This design comes from an exercise in tuning for small area, a short achievable clock period and few clock cycles per item on the open sky130 flow, not from production work.
No functional check of the RTL was part of any run shown here.
Power figures rest on the tool's default switching activity, not on a simulated workload.

==> design.v <==
module alu(
	output reg[15:0] data_out,
	output reg       valid_out,
	output reg       cmd_out,
	input [15:0]     data_in,
	input            valid_in,
	input            cmd_in,
	output reg       amm_read,
	output reg[7:0]  amm_address,
	input [7:0]      amm_readdata,
	input            amm_waitrequest,
	input [1:0]      amm_response,
	input clk,
	input rst_n
	);
	localparam D = 62;               
	reg        busy;                 
	reg        rx;                   
	reg        last;                 
	reg [5:0]  rem;                  
	reg        idx0, idx1;           
	reg [3:0]  op;
	reg        ee;                   
	reg        err;                  
	reg        b_v;                  
	reg        b_mem;                
	reg        b_iss;                
	reg        b_i1;                 
	reg [7:0]  b_val;
	reg [7:0]  stk [0:D-1];
	reg [5:0]  cnt;
	reg        pop;                  
	reg        infl_i1;              
	reg        rd_v;                 
	reg        rd_i1;
	reg [7:0]  rd_q;
	reg [11:0] acc;
	reg [7:0]  s1;
	wire hdr_in  = !busy && !(valid_out && cmd_out) && valid_in && cmd_in;
	wire beat_in = busy && rx && valid_in;
	wire [3:0] h_op = data_in[11:8];
	wire [5:0] h_n  = data_in[5:0];
	wire h_ee = (h_n == 6'd0) || (h_op >= 4'd10) ||
	            (h_op[3:2] == 2'b01 && h_n != 6'd1) ||
	            (h_op[3:1] == 3'b100 && h_n != 6'd2);
	wire done_rd  = amm_read && !amm_waitrequest;
	wire rsp_err  = done_rd && (amm_response != 2'b00);
	wire err_n    = err || rsp_err;
	wire push     = b_mem && !b_iss && !err;
	wire head_ok  = (cnt != 6'd0) && !pop;
	wire new_mem  = beat_in && data_in[8] && !ee;
	wire port_free = !amm_read || !amm_waitrequest;
	wire can_iss   = busy && port_free && !err_n;
	wire src_b     = push;
	wire src_e     = !push && head_ok;
	wire src_d     = !push && !head_ok && new_mem;
	wire issue     = can_iss && (src_b || src_e || src_d);
	wire waiting   = push || head_ok || new_mem;
	wire reads_done = err_n || (!(amm_read && amm_waitrequest) && !waiting);
	wire beats_done = !rx || (last && valid_in);
	wire respond    = (busy && beats_done && reads_done) ||
	                  (hdr_in && h_n == 6'd0);
	wire [7:0] vb  = b_v  ? b_val : 8'h00;
	wire [7:0] vr  = rd_v ? rd_q  : 8'h00;
	wire [7:0] vb0 = (b_v  && !b_i1)  ? b_val : 8'h00;
	wire [7:0] vr0 = (rd_v && !rd_i1) ? rd_q  : 8'h00;
	wire [7:0] vb1 = (b_v  && b_i1)   ? b_val : 8'h00;
	wire [7:0] vr1 = (rd_v && rd_i1)  ? rd_q  : 8'h00;
	wire [7:0] ab  = b_v  ? b_val : 8'hff;
	wire [7:0] ar  = rd_v ? rd_q  : 8'hff;
	reg [11:0] acc_n;
	always @(*) begin
		case (op)
			4'd0:    acc_n = acc + {4'h0, vb} + {4'h0, vr};
			4'd1:    acc_n = {4'h0, acc[7:0] & ab & ar};
			4'd3:    acc_n = {4'h0, acc[7:0] ^ vb ^ vr};
			4'd2:    acc_n = {4'h0, acc[7:0] | vb | vr};
			default: acc_n = {4'h0, acc[7:0] | vb0 | vr0};
		endcase
	end
	wire [7:0] s1_n = s1 | vb1 | vr1;
	wire [7:0] a0 = acc_n[7:0];
	reg [11:0] res;
	always @(*) begin
		case (op)
			4'd4:    res = {4'h0, ~a0};
			4'd5:    res = {4'h0, a0} + 12'd1;
			4'd6:    res = {4'h0, a0} - 12'd1;
			4'd7:    res = {4'h0, 8'd0 - a0};
			4'd8:    res = {4'h0, a0 >> s1_n};
			4'd9:    res = {4'h0, a0 << s1_n};
			default: res = acc_n;
		endcase
	end
	integer k;
	always @(posedge clk) begin
		if (push) begin
			stk[0] <= b_val;
			if (!pop)
				for (k = 1; k < D; k = k + 1) stk[k] <= stk[k-1];
		end
		else if (pop) begin
			for (k = 0; k < D-1; k = k + 1) stk[k] <= stk[k+1];
		end
		b_val <= data_in[7:0];
		b_i1  <= idx1;
		rd_q  <= amm_readdata;
		rd_i1 <= infl_i1;
		data_out <= respond ? {11'h0, (hdr_in ? 1'b1 : err_n), (hdr_in ? h_op : op)}
		                    : (err ? 16'h0bad : {4'h0, res});
		if (issue) begin
			amm_address <= src_b ? b_val : (src_e ? stk[0] : data_in[7:0]);
			infl_i1     <= src_b ? b_i1 : (src_e ? 1'b1 : idx1);
		end
		if (!rst_n) begin
			busy      <= 1'b0;
			rx        <= 1'b0;
			last      <= 1'b0;
			rem       <= 6'd0;
			idx0      <= 1'b0;
			idx1      <= 1'b0;
			op        <= 4'd0;
			ee        <= 1'b0;
			err       <= 1'b0;
			b_v       <= 1'b0;
			b_mem     <= 1'b0;
			b_iss     <= 1'b0;
			cnt       <= 6'd0;
			pop       <= 1'b0;
			rd_v      <= 1'b0;
			acc       <= 12'd0;
			s1        <= 8'd0;
			amm_read  <= 1'b0;
			valid_out <= 1'b0;
			cmd_out   <= 1'b0;
		end
		else begin
			if (hdr_in) begin
				busy <= 1'b1;
				rx   <= (h_n != 6'd0);
				last <= (h_n == 6'd1);
				rem  <= h_n;
				idx0 <= 1'b1;
				idx1 <= 1'b0;
				op   <= h_op;
				ee   <= h_ee;
				err  <= h_ee;
				acc  <= (h_op == 4'd1) ? 12'h0ff : 12'h000;
				s1   <= 8'd0;
			end
			else begin
				acc <= acc_n;
				s1  <= s1_n;
				err <= err_n;
			end
			if (beat_in) begin
				rem  <= rem - 6'd1;
				last <= (rem == 6'd2);
				rx   <= !last;
				idx0 <= 1'b0;
				idx1 <= idx0;
			end
			b_v   <= beat_in && !(data_in[8] && !ee);
			b_mem <= new_mem;
			b_iss <= issue && src_d;
			cnt <= err ? 6'd0 : cnt + {5'd0, push} - {5'd0, pop};
			pop <= issue && !src_d;
			amm_read <= (amm_read && amm_waitrequest) || issue;
			rd_v     <= done_rd;
			if (respond) busy <= 1'b0;
			valid_out <= respond || (valid_out && cmd_out);
			cmd_out   <= respond;
		end
	end
endmodule
==> run.sh <==
#!/bin/bash
# synth_recipe.tcl (not shown) runs the flow's synth.tcl, then flattens the netlist and writes it again
# the make line also repeats each setting of config.mk as NAME=value (left out here)
make -C /OpenROAD-flow-scripts/flow DESIGN_CONFIG=/design/flow/config.mk WORK_HOME=/design/flow/orfs CLKGATE_MAP_FILE= SYNTH_SCRIPT=/design/flow/synth_recipe.tcl finish
==> config.mk <==
export PLATFORM = sky130hd
export DESIGN_NAME = alu
export DESIGN_NICKNAME = alu
export VERILOG_FILES = /design/flow/design.v
export SDC_FILE = /design/flow/constraint.sdc
export NUM_CORES = 4
export LEC_CHECK = 0
export CAP_MARGIN = 20
export CORE_MARGIN = 2
export CORE_UTILIZATION = 40
export SLEW_MARGIN = 20
==> constraint.sdc <==
create_clock -name core_clock -period 5.0 [get_ports {clk}]
set_input_delay 1.0000 -clock core_clock [delete_from_list [all_inputs] [get_ports {clk}]]
set_output_delay 1.0000 -clock core_clock [all_outputs]
set_load 0.01 [all_outputs]
==> results of run 1 <==
## cells by family after synthesis
family	count (synthesis)	share of synthesized area [%]
other cells	1	0.0141
simple gates	304	6.06
xor+xnor	18	0.593
compound gates	245	6.34
buf+inv	205	3.29
flops	586	44.8
mux	976	36.8
fa+ha+maj	38	2.07
## routing by layer
| layer | track usage (%) | vias to the layer above | part of all wire, % |
|---|---|---|---|
| met5 | 0 | - | 0 |
| met4 | 5.26 | 0 | 2.3 |
| met3 | 3.23 | 77 | 4.9 |
| met2 | 23.5 | 250 | 43 |
| met1 | 21.7 | 8308 | 50 |
| li1 | - | 8662 | - |
## critical path, cell delays in order, from the launching register on
cell and delay, ps:
dfxtp_1 310, buf_4 220, nand2_1 130, inv_1 110
fa_1 370, ha_1 280, fa_1 490, a211oi_2 380
nor3_1 100, or3_1 440, o21ai_2 340, inv_1 160
a211oi_1 310, o21ai_0 170, a211o_1 320
## cell type report
cell class                      count  area (µm²)
Fill cell                        6047       35700
Multi-Input combinational cell   1585       13800
Sequential cell                   586       11900
Clock buffer                       97        1920
Tap cell                          864        1080
Timing Repair Buffer               87         846
Clock inverter                     23         352
Inverter                           46         175
## Yosys cell counts (all sizes together) (3+ instances only)
cell	count	area (µm²)
a2111oi	7	93.9
a211o	5	43.8
a211oi	25	193
a21o	7	52.6
a21oi	79	410
a221oi	3	32.5
a31oi	14	106
a41oi	3	33.8
and2	16	100
and3	4	25.0
and3b	5	43.8
buf	73	379
clkbuf	86	323
dfxtp	569	11400
edfxtp	17	510
fa	10	200
ha	28	350
inv	46	173
mux2	8	90.1
mux2i	968	9690
nand2	73	284
nand2b	19	126
nand3	18	95.1
nand3b	3	22.5
nor2	88	348
nor2b	11	83.8
nor3	28	150
nor3b	3	22.5
nor4	12	120
o2111a	3	33.8
o2111ai	6	52.6
o211ai	6	45.0
o21ai	47	243
o21bai	4	30.0
o221ai	8	76.3
o22ai	5	31.3
or2	5	31.3
or3	4	25.0
or4	3	26.3
or4b	4	40.0
xnor2	7	61.3
xor2	11	96.3
## path summary, 6_finish.rpt
check,to,cells after the start,from,slack (ps)
worst min-delay path,rd_i1$_DFF_P_,0,infl_i1$_DFFE_PP_,350
worst min register to register,rd_i1$_DFF_P_,0,infl_i1$_DFFE_PP_,350
worst max register to register,data_out[4]$_DFF_P_,14,b_v$_SDFF_PN0_,720
worst max-delay path,data_out[4]$_DFF_P_,14,b_v$_SDFF_PN0_,720
## through the flow
step / std cells / hold slack, ps / setup slack, ps
finish: 3288 / 347 / 719
CTS: 3287 / 351 / 735
detailed placement: 3167 / 338 / 770
global placement: 3167 / 330 / 699
global route: 3288 / 351 / 520
floorplan: 2376 / 323 / 1180
## where the power goes
part | switching [W] | internal (W)
logic | 0.000866 | 0.000776
registers | 0.000210 | 0.00501
clock network | 0.00201 | 0.00293
total | 0.00308 | 0.00871
## registers in the layout, summed over array words and instances (netlist names), 8 cells and up
| register | flops |
|---|---|
| acc | 12 |
| amm_address | 8 |
| b_val | 8 |
| data_out | 12 |
| rd_q | 8 |
| s1 | 8 |
| stk | 496 |
## layout by cell type, fill, tap and decap left out, types with 24 or more instances in the layout
cell             Yosys  routed
a211oi_1            24      24
clkbuf_16            0      68
nor3_1              26      26
mux2i_1            968     968
dfxtp_1            569     568
clkdlybuf4s50_1      0      49
a21oi_1             75      75
nand2_1             71      70
ha_1                28      28
o21ai_0             41      40
nor2_1              85      85
inv_1               43      43
buf_4               13      33
==> flow_summary.toml, run 1 <==
[cells_and_area]
diodes = 0
nNetsFinal = 2443
fin_util_pct = 45.8
final_cell_area_um2 = 30100
area_growth_syn_to_layout_pct = 13.3
drive_gt1_share_pct = 7.96

[grt]
antenna_found_initial = 0
grt_overflow = 0
grt_usage_pct = 15.4
grt_pass1_vias = 16900
grt_max_degree = 163
grt_pass1_wl_um = 87200

[clock_tree]
clock_sinks = 586
cts_setup_buffers = 0
cts_tree = "built"
cts_max_level = 3
cts_made_buffers = 68
clock_path_buffers = 3
ctsRootBufferMaster = "clkbuf_16"
path_clk_slew_ps = 60
holdBufCountCts = 0
worstSkewPairLatency_ps = 610
ctsResizeCount = 0

[synth]
synthesis.area_um2 = 26600
synth_flop_cell = "dfxtp_1"
syn_area_per_cell_um2 = 11.2
syn_inst = 2373
ys_types = 92
synth_seq_cells = 586
synth_warnings = 2
synth-async-reset-ratio_pct = 0
seq_area_frac_synth_pct = 44.8
synth-edff-count = 17

[detailed_routing]
drt_pass1_iterations = 5
post-route-drc-count = 0
vias = 17300
drtIter0Drc = 791
wire_per_inst_um = 16.2
ant_nets = 0
vias_per_cell = 5.26
wirelength_um = 53200

[setup_path]
crit_fanout = 20
critPathKind = "reg -> reg"
cp.required_ps = 5490
crit_path_end_kind = "register"
startpoint_type = "register"
worstPathArrival_ps = 4770

[die]
pin_count = 58
initial_core_util_pct = 40.4
die_y_um = 262
rows = 94
dieArea_um2 = 68500
core_um2 = 65700
die_w_um = 262

[place]
placed_area_um2 = 27800
dp_hpwl_um = 35200
portBuffers = 49
gp_congestion = 0.851

[timing]
post-route-min-period_ps = 4280
fmax_ghz = 0.234
grt_setup_unrepaired = "no"
worst_slew_pin_slew_ps = 1110
finalMaxSlewViolations = 0
fin_worst_skew_ps = 17.7
max_slew_margin_pct = 26.0
setup_viol = 0
fin_crit_sh_pct = 85.6
hold_viol = 0
fin_setup_tns_ps = 0

[power]
power_w = 0.0118
p_leak_nw = 13.2
vdd_drop_max_uv = 232
power.density_nw_per_um2 = 392

[flow_run]
maxCapViolations = 0

[hold_path]
hold_class = "reg -> reg"

[run_status]
status = "timing/DRC/antenna clean"
==> inputs of run 2 (changes only) <==
--- a/config.mk
+++ b/config.mk
@@ -5,7 +5,9 @@
 export SDC_FILE = /design/flow/constraint.sdc
 export NUM_CORES = 4
 export LEC_CHECK = 0
+export ABC_CLOCK_PERIOD_IN_PS = 1800
 export CAP_MARGIN = 20
 export CORE_MARGIN = 2
 export CORE_UTILIZATION = 40
+export SETUP_SLACK_MARGIN = 3.0
 export SLEW_MARGIN = 20
==> flow_summary.toml, run 2 <==
[place]
placed_area_um2 = 27900
portBuffers = 49
gp_congestion = 0.849
dp_hpwl_um = 34900
dp_slack_ps = 959

[synth]
seq_area_frac_synth_pct = 44.8
synth.top_cells.by_area = "dfxtp_1 43%, mux2i_1 36%, edfxtp_1 1.9%"
synth_common_cells = "968 x mux2i_1, 569 x dfxtp_1, 86 x clkbuf_1, 85 x nor2_1, 75 x a21oi_1"
synth_flop_cell = "dfxtp_1"
synth-edff-count = 17
synth_seq_cells = 586
synth_top_area_share_pct = 42.9
synth-async-reset-ratio_pct = 0
synth_most_common_cell = "mux2i_1"
syn_area_per_cell_um2 = 11.2
synthesis.area_um2 = 26600
synth_top_area_cell = "dfxtp_1"
ys_types = 92
synth_warnings = 2
syn_inst = 2373

[grt]
grtUsageMet3_pct = 3.70
grt_pass1_vias = 17500
use_met2_pct = 25.8
grt_overflow = 0
use_met1_pct = 21.0
antenna_found_initial = 0
grt_pass1_wl_um = 90400
grt_max_degree = 123
top_usage_layer = "met2"
grt_usage_pct = 16.2

[power]
p_clk_share_pct = 38.9
p_leak_nw = 14.0
pwr-share-seq_pct = 44.1
netSwitchingPower_w = 0.00308
power_frac_comb_pct = 17.0
internal_power_w = 0.00872
power.density_nw_per_um2 = 369
switching_share_pct = 26.1
vdd_drop_max_uv = 229

[detailed_routing]
wirelength_um = 58800
drtIter0Drc = 849
ant_nets = 0
vias_per_cell = 5.30
post-route-drc-count = 0
wire_per_inst_um = 17.4
vias = 17900
drt_pass1_iterations = 5

[hold_path]
hold_start = "infl_i1$_DFFE_PP_"
hold_class = "reg -> reg"
worstHoldPathCells = 0
whs_endpoint = "rd_i1$_DFF_P_"

[flow_run]
maxCapViolations = 0

[setup_path]
reg2reg_depth = 14
rrSetupSlack_ps = 1360
r2r-end = "data_out[8]$_SDFF_PP0_"
worstPathArrival_ps = 4150
critPathKind = "reg -> reg"
critPathLaunch = "rd_v$_SDFF_PN0_"
startpoint_type = "register"
r2r_start = "rd_v$_SDFF_PN0_"
crit_fanout = 5
cp.required_ps = 5510
crit_path_end_kind = "register"

[timing]
finalMaxSlewViolations = 0
hold_viol = 0
setup_viol = 0
fin_crit_sh_pct = 72.8
worst_slew_pin_slew_ps = 1330
setup_slack_ps = 1360
fin_worst_skew_ps = 15.5
max_slew_margin_pct = 10.7
fin_setup_tns_ps = 0
post-route-min-period_ps = 3640
grt_setup_unrepaired = "yes"
fmax_ghz = 0.275
holdWs_ps = 344

[cells_and_area]
final_cell_area_um2 = 31900
layout_commonest_cell = "mux2i_1"
largest_reg_flops = 496
drive_gt1_share_pct = 17.2
nNetsFinal = 2539
nFillCells = 5836
largestRegisters = "stk (496), acc (12), data_out (12)"
top_register = "stk"
diodes = 0
layout_common_cells = "967 x mux2i_1, 549 x dfxtp_1, 79 x nor2_1"
area_growth_syn_to_layout_pct = 20.2

[die]
initial_core_util_pct = 40.4
core_um2 = 65700
rows = 94
dieArea_um2 = 68500
die_w_um = 262
die_y_um = 262
pin_count = 58

[clock_tree]
holdBufCountCts = 0
clock_path_buffers = 3
cts_made_buffers = 66
worstSkewPairLatency_ps = 580
cts_max_level = 3
cts_tree = "built"
ctsRootBufferMaster = "clkbuf_16"
clock_sinks = 586
path_clk_slew_ps = 60

[run_status]
status = "timing/DRC/antenna clean"
run 2: changes by cell type in the layout (fill, tap and decap cells not counted), moves of 11 or more:
cell	before	now
o21ai_0	40	25
dfxtp_1	568	549
dfxtp_2	0	15
buf_6	0	40
inv_1	43	31
buf_16	1	12
buf_4	33	66
clkdlybuf4s50_1	49	15
buf_2	0	14
run 2: worst max path at each step:
stage | end | slack (ps) | cells past startpoint
global placement | data_out[3]$_DFF_P_ | 910 | 13
finish | data_out[8]$_SDFF_PP0_ | 1360 | 14
detailed placement | data_out[4]$_DFF_P_ | 960 | 13
floorplan | data_out[8]$_SDFF_PP0_ | 1530 | 15
CTS | data_out[7]$_SDFF_PP0_ | 1430 | 14
global route | data_out[6]$_SDFF_PP0_ | 1240 | 13
run 2: cell type report:
class,count,area [µm²],area share (%)
timing repair buffer,180,2140,6.69
timing repair inverter,2,16.3,0.0509
tap,864,1080,3.38
multi-input combinational,1588,14500,45.4
clock buffer,102,1960,6.13
clock inverter,10,98.8,0.309
sequential,586,11900,37.4
inverter,46,205,0.642
run 2: stage by stage:
| step | util (%) | total power [W] | instances |
|---|---|---|---|
| finish | 48.6 | 0.0118 | 3378 |
| global route | 48.6 | 0.0123 | 3378 |
| CTS | 47.2 | 0.0118 | 3338 |
| detailed placement | 42.5 | 0.00698 | 3163 |
| global placement | 42.5 | 0.00693 | 3163 |
| floorplan | - | 0.00655 | 2376 |
run 2: metal layers:
layer / vias to the layer above / routed length [µm]
met2: 287 / 27000
met1: 8662 / 27300
met4: 0 / 1640
li1: 8864 / -
met3: 99 / 2870
met5: - / 0
run 2: critical path, cell delays in order, from the launching register on:
cell and delay, ps:
dfxtp_4 370, buf_4 150, and2_4 140, fa_2 580, fa_2 270, a211oi_4 90
buf_4 150, buf_6 110, o2111a_1 250, or3_4 410, o21ai_4 240, nand2_1 80
or4_4 440, nor2b_4 160, a31oi_1 140
run 2: power groups by stage:
stage                     Sequential [W]  Combinational, W  Clock (W)
after global placement           0.00530           0.00163          0
after floorplan                  0.00525           0.00130          0
after detailed placement         0.00532           0.00166          0
final                            0.00521           0.00200    0.00459
after CTS                        0.00520           0.00186    0.00476
after global routing             0.00524           0.00215    0.00494
run 2: repair_timing:
item                       in CTS  in global routing
setup endpoints to repair     539                274
pin swaps                      44                 50
gates resized for setup       266                 91
buffers inserted               55                 23
cloned                          8                 17
run 2: cell families (layout without fill, tap and decap cells):
logic type | Yosys count | count (layout) | synth area share [%]
simple gates | 304 | 307 | 6.06
other cells | 1 | 4 | 0.0141
fa+ha+maj | 38 | 38 | 2.07
flops | 586 | 586 | 44.8
compound gates | 245 | 245 | 6.34
xor+xnor | 18 | 18 | 0.593
buf+inv | 205 | 340 | 3.29
mux | 976 | 976 | 36.8
==> inputs of run 3 (changes only) <==
--- a/design.v
+++ b/design.v
@@ -58,8 +58,7 @@
 	wire waiting   = push || head_ok || new_mem;
 	wire reads_done = err_n || (!(amm_read && amm_waitrequest) && !waiting);
 	wire beats_done = !rx || (last && valid_in);
-	wire respond    = (busy && beats_done && reads_done) ||
-	                  (hdr_in && h_n == 6'd0);
+	wire respond    = busy && beats_done && reads_done;
 	wire [7:0] vb  = b_v  ? b_val : 8'h00;
 	wire [7:0] vr  = rd_v ? rd_q  : 8'h00;
 	wire [7:0] vb0 = (b_v  && !b_i1)  ? b_val : 8'h00;
@@ -80,13 +79,14 @@
 	end
 	wire [7:0] s1_n = s1 | vb1 | vr1;
 	wire [7:0] a0 = acc_n[7:0];
+	wire [7:0] u0 = b_v ? b_val : rd_q;    
 	reg [11:0] res;
 	always @(*) begin
 		case (op)
-			4'd4:    res = {4'h0, ~a0};
-			4'd5:    res = {4'h0, a0} + 12'd1;
-			4'd6:    res = {4'h0, a0} - 12'd1;
-			4'd7:    res = {4'h0, 8'd0 - a0};
+			4'd4:    res = {4'h0, ~u0};
+			4'd5:    res = {4'h0, u0} + 12'd1;
+			4'd6:    res = {4'h0, u0} - 12'd1;
+			4'd7:    res = {4'h0, 8'd0 - u0};
 			4'd8:    res = {4'h0, a0 >> s1_n};
 			4'd9:    res = {4'h0, a0 << s1_n};
 			default: res = acc_n;
@@ -106,9 +106,9 @@
 		b_i1  <= idx1;
 		rd_q  <= amm_readdata;
 		rd_i1 <= infl_i1;
-		data_out <= respond ? {11'h0, (hdr_in ? 1'b1 : err_n), (hdr_in ? h_op : op)}
-		                    : (err ? 16'h0bad : {4'h0, res});
-		if (issue) begin
+		data_out <= (valid_out && cmd_out) ? (err ? 16'h0bad : {4'h0, res})
+		                                   : {11'h0, err_n, op};
+		if (!(amm_read && amm_waitrequest)) begin
 			amm_address <= src_b ? b_val : (src_e ? stk[0] : data_in[7:0]);
 			infl_i1     <= src_b ? b_i1 : (src_e ? 1'b1 : idx1);
 		end
==> flow_summary.toml, run 3 <==
[clock_tree]
ctsRootBufferMaster = "clkbuf_16"
cts_max_level = 3
clock_path_buffers = 3
worstSkewPairLatency_ps = 590
path_clk_slew_ps = 60
clock_sinks = 586
holdBufCountCts = 0
cts_tree = "built"
cts_made_buffers = 66

[grt]
grt_usage_pct = 15.3
grt_pass1_wl_um = 87300
grt_max_degree = 119
grt_pass1_vias = 17700
grt_overflow = 0
antenna_found_initial = 0

[timing]
fmax_ghz = 0.286
fin_crit_sh_pct = 70.0
post-route-min-period_ps = 3500
max_slew_margin_pct = 31.3
setup_viol = 0
hold_viol = 0
finalMaxSlewViolations = 0
fin_setup_tns_ps = 0
worst_slew_pin_slew_ps = 1030
fin_worst_skew_ps = 20.1
grt_setup_unrepaired = "yes"
holdWs_ps = 344

[setup_path]
reg2reg_depth = 13
worstPathArrival_ps = 3970
critPathKind = "reg -> reg"
crit_fanout = 7
startpoint_type = "register"
cp.required_ps = 5470
crit_path_end_kind = "register"

[synth]
synth_seq_cells = 586
synth_top_family_by_area = "multiplexers"
synth-async-reset-ratio_pct = 0
synth_warnings = 2
synth-simple-area-share_pct = 5.57
syn_area_per_cell_um2 = 11.2
synth-xor-area-share_pct = 0.761
synth_flop_cell = "dfxtp_1"
synth_top_area_cell = "dfxtp_1"
synth-edff-count = 17
synth_common_cells = "971 x mux2i_1, 569 x dfxtp_1, 85 x nand2_1, 78 x clkbuf_1, 77 x nor2_1"
syn_inst = 2359
synth_top_area_share_pct = 43.0
synth_compound_area_share_pct = 6.14
synthesis.area_um2 = 26500
ys_types = 86
synthMuxAreaShare_pct = 37.2
seq_area_frac_synth_pct = 44.9
synthAdderAreaFrac_pct = 2.08
synth.top_cells.by_area = "dfxtp_1 43%, mux2i_1 37%, edfxtp_1 1.9%"
synth_most_common_cell = "mux2i_1"

[die]
die_y_um = 261
die_w_um = 261
initial_core_util_pct = 40.3
rows = 94
core_um2 = 65600
dieArea_um2 = 68300
pin_count = 58

[cells_and_area]
layout_commonest_cell = "mux2i_1"
final_cell_area_um2 = 31100
top_register = "stk"
drive_gt1_share_pct = 14.8
fin_util_pct = 47.4
diodes = 0
layout_common_cells = "969 x mux2i_1, 552 x dfxtp_1, 74 x nor2_1"
area_growth_syn_to_layout_pct = 17.4
nNetsFinal = 2489
largest_reg_flops = 496
largestRegisters = "stk (496), acc (12), data_out (12)"

[power]
vdd_drop_max_uv = 241
power.density_nw_per_um2 = 375
p_leak_nw = 13.7
power_w = 0.0117

[detailed_routing]
post-route-drc-count = 0
drt_pass1_iterations = 5
wirelength_um = 52800
vias_per_cell = 5.31
drtIter0Drc = 726
wire_per_inst_um = 15.8
ant_nets = 0
vias = 17700

[run_status]
status = "timing/DRC/antenna clean"

[place]
portBuffers = 49
gp_congestion = 0.863
placed_area_um2 = 27800
dp_hpwl_um = 32200

[hold_path]
hold_class = "reg -> reg"
worstHoldPathCells = 0

[flow_run]
maxCapViolations = 0
run 3: cell types whose count changed in the layout (fill, tap and decap cells not counted), moves of 7 or more:
cell | previous run | this run
buf_16 | 12 | 5
buf_6 | 40 | 15
clkinv_2 | 2 | 10
nand2_1 | 62 | 73
nand3_1 | 12 | 24
o22ai_1 | 5 | 16
xnor2_1 | 6 | 16
run 3: critical path: stages, from the launching register on:
cell      delay [ps]
dfxtp_4          440
nand2_4           80
inv_4             60
fa_2             460
ha_4             190
fa_2             370
a211oi_4         290
nor4b_2           80
o31a_1           320
nor3_4           260
mux2_4           200
o31a_1           210
nand3_2          100
a221o_1          320
run 3: area by class of cell:
cell class                 instances  area, µm²
clock inverter                    16        188
clock buffer                      99       1990
inverter                          47        204
multi-input combinational       1577      14300
tap                              864       1080
sequential                       586      11900
timing repair inverter             1       8.76
fill                            5962      34500
timing repair buffer             141       1370
run 3: final timing paths:
check / to / from / slack (ps)
max: data_out[4]$_DFF_P_ / b_v$_SDFF_PN0_ / 1500
min: rd_i1$_DFF_P_ / infl_i1$_DFFE_PN_ / 340
max reg2reg: data_out[4]$_DFF_P_ / b_v$_SDFF_PN0_ / 1500
min reg2reg: rd_i1$_DFF_P_ / infl_i1$_DFFE_PN_ / 340
run 3: kinds of logic (layout without fill, tap and decap cells):
group | Yosys count | after routing
multiplexers | 982 | 982
flip-flops | 586 | 586
AND/OR/NAND/NOR | 290 | 293
AO/OA/AOI/OAI | 237 | 237
buffers and inverters | 202 | 304
adder cells (fa/ha/maj) | 38 | 38
XOR/XNOR | 23 | 23
other | 1 | 4
run 3: stage by stage:
stage | worst slack (ps) | cells
finish | 1500 | 3331
CTS | 1550 | 3311
detailed placement | 806 | 3142
global route | 1430 | 3331
global placement | 892 | 3142
floorplan | 1610 | 2362
run 3: report_power, final:
part	switching, W	total, W	internal (W)
Clock	0.00184	0.00480	0.00295
Sequential	0.000218	0.00523	0.00501
Combinational	0.000840	0.00163	0.000786
Total	0.00290	0.0117	0.00875
run 3: per-layer routing:
layer / vias to the layer above / GRT usage (%) / part of all wire [%]
li1: 8747 / - / -
met1: 8480 / 18.9 / 44
met2: 345 / 26.4 / 48
met3: 111 / 2.60 / 4.5
met4: 0 / 6.39 / 3.0
met5: - / 0 / 0
run 3: repair_timing:
item,in CTS,in global routing
buffers inserted,50,19
resized for setup,201,45
pin swaps,55,36
gates cloned,4,1
endpoints found under the setup margin,522,206
==> inputs of run 4 (changes only) <==
--- a/design.v
+++ b/design.v
@@ -67,10 +67,33 @@
 	wire [7:0] vr1 = (rd_v && rd_i1)  ? rd_q  : 8'h00;
 	wire [7:0] ab  = b_v  ? b_val : 8'hff;
 	wire [7:0] ar  = rd_v ? rd_q  : 8'hff;
+	function [11:0] ks_add;
+		input [11:0] x, y;
+		reg [11:0] g, p, gn, pn;
+		integer i, d;
+		begin
+			g = x & y;
+			p = x ^ y;
+			for (d = 1; d < 12; d = d * 2) begin
+				gn = g;
+				pn = p;
+				for (i = d; i < 12; i = i + 1) begin
+					gn[i] = g[i] | (p[i] & g[i-d]);
+					pn[i] = p[i] & p[i-d];
+				end
+				g = gn;
+				p = pn;
+			end
+			ks_add = x ^ y ^ {g[10:0], 1'b0};
+		end
+	endfunction
+	wire [11:0] cs_s = acc ^ {4'h0, vb ^ vr};
+	wire [11:0] cs_c = {acc[10:0] & {3'h0, vb | vr} | {3'h0, vb & vr}, 1'b0};
+	wire [11:0] sum  = ks_add(cs_s, cs_c);
 	reg [11:0] acc_n;
 	always @(*) begin
 		case (op)
-			4'd0:    acc_n = acc + {4'h0, vb} + {4'h0, vr};
+			4'd0:    acc_n = sum;
 			4'd1:    acc_n = {4'h0, acc[7:0] & ab & ar};
 			4'd3:    acc_n = {4'h0, acc[7:0] ^ vb ^ vr};
 			4'd2:    acc_n = {4'h0, acc[7:0] | vb | vr};
@@ -80,13 +103,26 @@
 	wire [7:0] s1_n = s1 | vb1 | vr1;
 	wire [7:0] a0 = acc_n[7:0];
 	wire [7:0] u0 = b_v ? b_val : rd_q;    
+	reg  [7:0] u_all1, u_any1;             
+	integer j;
+	always @(*) begin
+		u_all1[0] = 1'b1;
+		u_any1[0] = 1'b0;
+		for (j = 1; j < 8; j = j + 1) begin
+			u_all1[j] = u_all1[j-1] & u0[j-1];
+			u_any1[j] = u_any1[j-1] | u0[j-1];
+		end
+	end
+	wire [11:0] u_inc = {3'h0, u_all1[7] & u0[7], u0 ^ u_all1};
+	wire [11:0] u_dec = {{4{!(u_any1[7] | u0[7])}}, u0 ^ ~u_any1};
+	wire [7:0]  u_neg = u0 ^ u_any1;
 	reg [11:0] res;
 	always @(*) begin
 		case (op)
 			4'd4:    res = {4'h0, ~u0};
-			4'd5:    res = {4'h0, u0} + 12'd1;
-			4'd6:    res = {4'h0, u0} - 12'd1;
-			4'd7:    res = {4'h0, 8'd0 - u0};
+			4'd5:    res = u_inc;
+			4'd6:    res = u_dec;
+			4'd7:    res = {4'h0, u_neg};
 			4'd8:    res = {4'h0, a0 >> s1_n};
 			4'd9:    res = {4'h0, a0 << s1_n};
 			default: res = acc_n;
==> flow_summary.toml, run 4 <==
[clock_tree]
path_clk_slew_ps = 60
clock_path_buffers = 3
clock_sinks = 586
holdBufCountCts = 0
cts_made_buffers = 66
cts_max_level = 3
worstSkewPairLatency_ps = 590
cts_tree = "built"
ctsRootBufferMaster = "clkbuf_16"

[cells_and_area]
nFillCells = 6032
area_growth_syn_to_layout_pct = 18.7
largestRegisters = "stk (496), acc (12), data_out (12)"
nNetsFinal = 2517
diodes = 0
layout_commonest_cell = "mux2i_1"
layout_common_cells = "957 x mux2i_1, 541 x dfxtp_1, 86 x nand2_1"
instances_no_fill = 3361
seq_area_um2 = 12000
top_register = "stk"
largest_reg_flops = 496
fin_util_pct = 47.8
multiInputGateArea_um2 = 14400
drive_gt1_share_pct = 15.1

[synth]
synth-edff-count = 17
synth_top_family_by_area = "multiplexers"
synth_warnings = 2
synth_seq_cells = 586
synth_compound_area_share_pct = 7.12
syn_area_per_cell_um2 = 11.0
synth_most_common_cell = "mux2i_1"
seq_area_frac_synth_pct = 45.0
synth-simple-area-share_pct = 5.38
synth.top_cells.by_area = "dfxtp_1 43%, mux2i_1 36%, edfxtp_1 1.9%"
ys_types = 85
synth_top_area_share_pct = 43.1
syn_inst = 2401
synth_top_area_cell = "dfxtp_1"
synth-xor-area-share_pct = 0.663
synth-async-reset-ratio_pct = 0
synthAdderAreaFrac_pct = 1.90
synth_common_cells = "959 x mux2i_1, 569 x dfxtp_1, 99 x nand2_1, 98 x clkbuf_1, 78 x nor2_1"
synthesis.area_um2 = 26400
synth_flop_cell = "dfxtp_1"
synthMuxAreaShare_pct = 36.7

[timing]
fin_setup_tns_ps = 0
hold_viol = 0
fin_crit_sh_pct = 68.6
setup_viol = 0
max_slew_margin_pct = 33.1
finalMaxSlewViolations = 0
fin_worst_skew_ps = 26.0
grt_setup_unrepaired = "yes"
post-route-min-period_ps = 3430
worst_slew_pin_slew_ps = 997
fmax_ghz = 0.291

[setup_path]
rrSetupSlack_ps = 1570
worstPathArrival_ps = 3940
critPathLaunch = "rd_v$_SDFF_PN0_"
r2r-end = "data_out[7]$_SDFF_PN0_"
cp.required_ps = 5500
critPathKind = "reg -> reg"
crit_path_end_kind = "register"
startpoint_type = "register"
reg2reg_depth = 15
crit_fanout = 5
crit_path_end = "data_out[7]$_SDFF_PN0_"
r2r_start = "rd_v$_SDFF_PN0_"

[grt]
antenna_found_initial = 0
grt_max_degree = 132
grt_pass1_wl_um = 94100
grt_overflow = 0
grt_pass1_vias = 17600
grt_usage_pct = 17.0

[run_status]
status = "timing/DRC/antenna clean"

[detailed_routing]
wirelength_um = 59300
post-route-drc-count = 0
drtIter0Drc = 927
wire_per_inst_um = 17.6
vias = 18000
ant_nets = 0
vias_per_cell = 5.35
drt_pass1_iterations = 5

[die]
rows = 94
core_um2 = 65600
die_w_um = 261
pin_count = 58
dieArea_um2 = 68200
initial_core_util_pct = 40.3
die_y_um = 261

[hold_path]
hold_start = "infl_i1$_DFFE_PN_"
hold_class = "reg -> reg"

[place]
gp_congestion = 0.842
dp.cells = 3180
dp_hpwl_um = 36200
portBuffers = 49

[flow_run]
maxCapViolations = 0

[power]
power_w = 0.0116
power.density_nw_per_um2 = 371
p_leak_nw = 13.6
vdd_drop_max_uv = 249
==> run 4: cell types whose count changed after synthesis, sizes merged, moves of 9 or more <==
| cell | before | now |
|---|---|---|
| o21ai | 37 | 53 |
| o31ai | 1 | 10 |
| clkbuf | 78 | 98 |
| buf | 77 | 64 |
| mux2i | 971 | 959 |
| nand2 | 85 | 100 |
==> run 4: through the flow <==
stage | hold WS, ps | setup slack, ps | area (µm²)
6_report | 342 | 1570 | 31400
5_1_grt | 349 | 1440 | 31400
4_1_cts | 343 | 1540 | 30900
3_5_place_dp | 328 | 1060 | 27800
3_3_place_gp | 326 | 1050 | 27800
2_1_floorplan | 323 | 1760 | 26700
==> run 4: repair_timing <==
item                       CTS  global route
setup endpoints to repair  594           323
setup buffers               40            15
pin swaps                   30            43
gates cloned                 9             2
gates resized for setup    237            79
==> run 4: area by class of cell <==
class / instances / area share, %
clock buffer: 97 / 6.12
clock inverter: 18 / 0.722
inverter: 52 / 0.745
multi-input combinational: 1607 / 46.0
sequential: 586 / 38.1
tap: 864 / 3.44
timing repair buffer: 136 / 4.84
timing repair inverter: 1 / 0.0279
==> run 4: worst min path at each step <==
stage	cells after the start	end	slack [ps]
final	0	rd_i1$_DFF_P_	340
after global routing	0	rd_i1$_DFF_P_	350
after CTS	0	rd_i1$_DFF_P_	340
after detailed placement	0	rd_i1$_DFF_P_	330
after global placement	0	rd_i1$_DFF_P_	330
after floorplan	0	rd_i1$_DFF_P_	320
==> run 4: critical path, stage by stage (launching register included) <==
cell	delay [ps]
dfxtp_4	390
and2_4	170
inv_4	40
ha_4	280
xor2_4	170
ha_4	170
inv_2	40
fa_2	410
o21ba_4	200
a32o_1	190
o31a_1	370
mux2i_2	210
nand2_1	70
a21o_1	220
a211o_1	280
o22ai_2	120
==> run 4: metal layers <==
layer,wire (µm),track usage [%]
met1,29600,24.1
met2,26300,26.6
met5,0,0
met4,1060,4.45
met3,2350,3.18
==> run 4: logic make-up (layout without fill, tap and decap cells) <==
kind of cell             after synthesis  count (layout)
buffers and inverters                214             304
flip-flops                           586             586
other                                  1               4
AO/OA/AOI/OAI                        278             278
adder cells (fa/ha/maj)               36              36
multiplexers                         968             968
AND/OR/NAND/NOR                      298             301
XOR/XNOR                              20              20
==> run 4: report_power, final <==
group	switching (W)	internal [W]	leakage [nW]
logic	0.000866	0.000738	7.76
clock network	0.00189	0.00288	1.05
registers	0.000248	0.00501	4.79

## re-timing with driven ports
No port has a modelled driver above. Below, the same layouts with a new extraction and two added sets of constraints. Step 1 (the two cells are an assumption about what drives the block):
set clk [get_ports {clk}]
set_driving_cell -lib_cell sky130_fd_sc_hd__clkbuf_16 $clk
set_driving_cell -lib_cell sky130_fd_sc_hd__buf_2 [delete_from_list [all_inputs] $clk]
Step 2 moves the port delays by t, midway between the first and last clock arrival at a register: inputs arrive t later, outputs are due t later. That takes back most of the time a late clock gives input paths. Slacks: no drivers / after step 1 / after step 2; pairs: no drivers / after step 1.
run | shift t [ns] | setup WS [ns] | clock arrival spread, ns | worst slew at a driven data input, ns
run 1 | 0.659 | 0.719 / 0.719 / 0.719 | 0.019 / 0.019 | 0.04
run 2 | 0.643 | 1.359 / 1.359 / 1.359 | 0.021 / 0.021 | 0.05
run 3 | 0.639 | 1.498 / 1.498 / 1.498 | 0.021 / 0.020 | 0.04
run 4 | 0.641 | 1.568 / 1.568 / 1.568 | 0.031 / 0.031 | 0.04
After both steps every run listed still meets setup and hold.
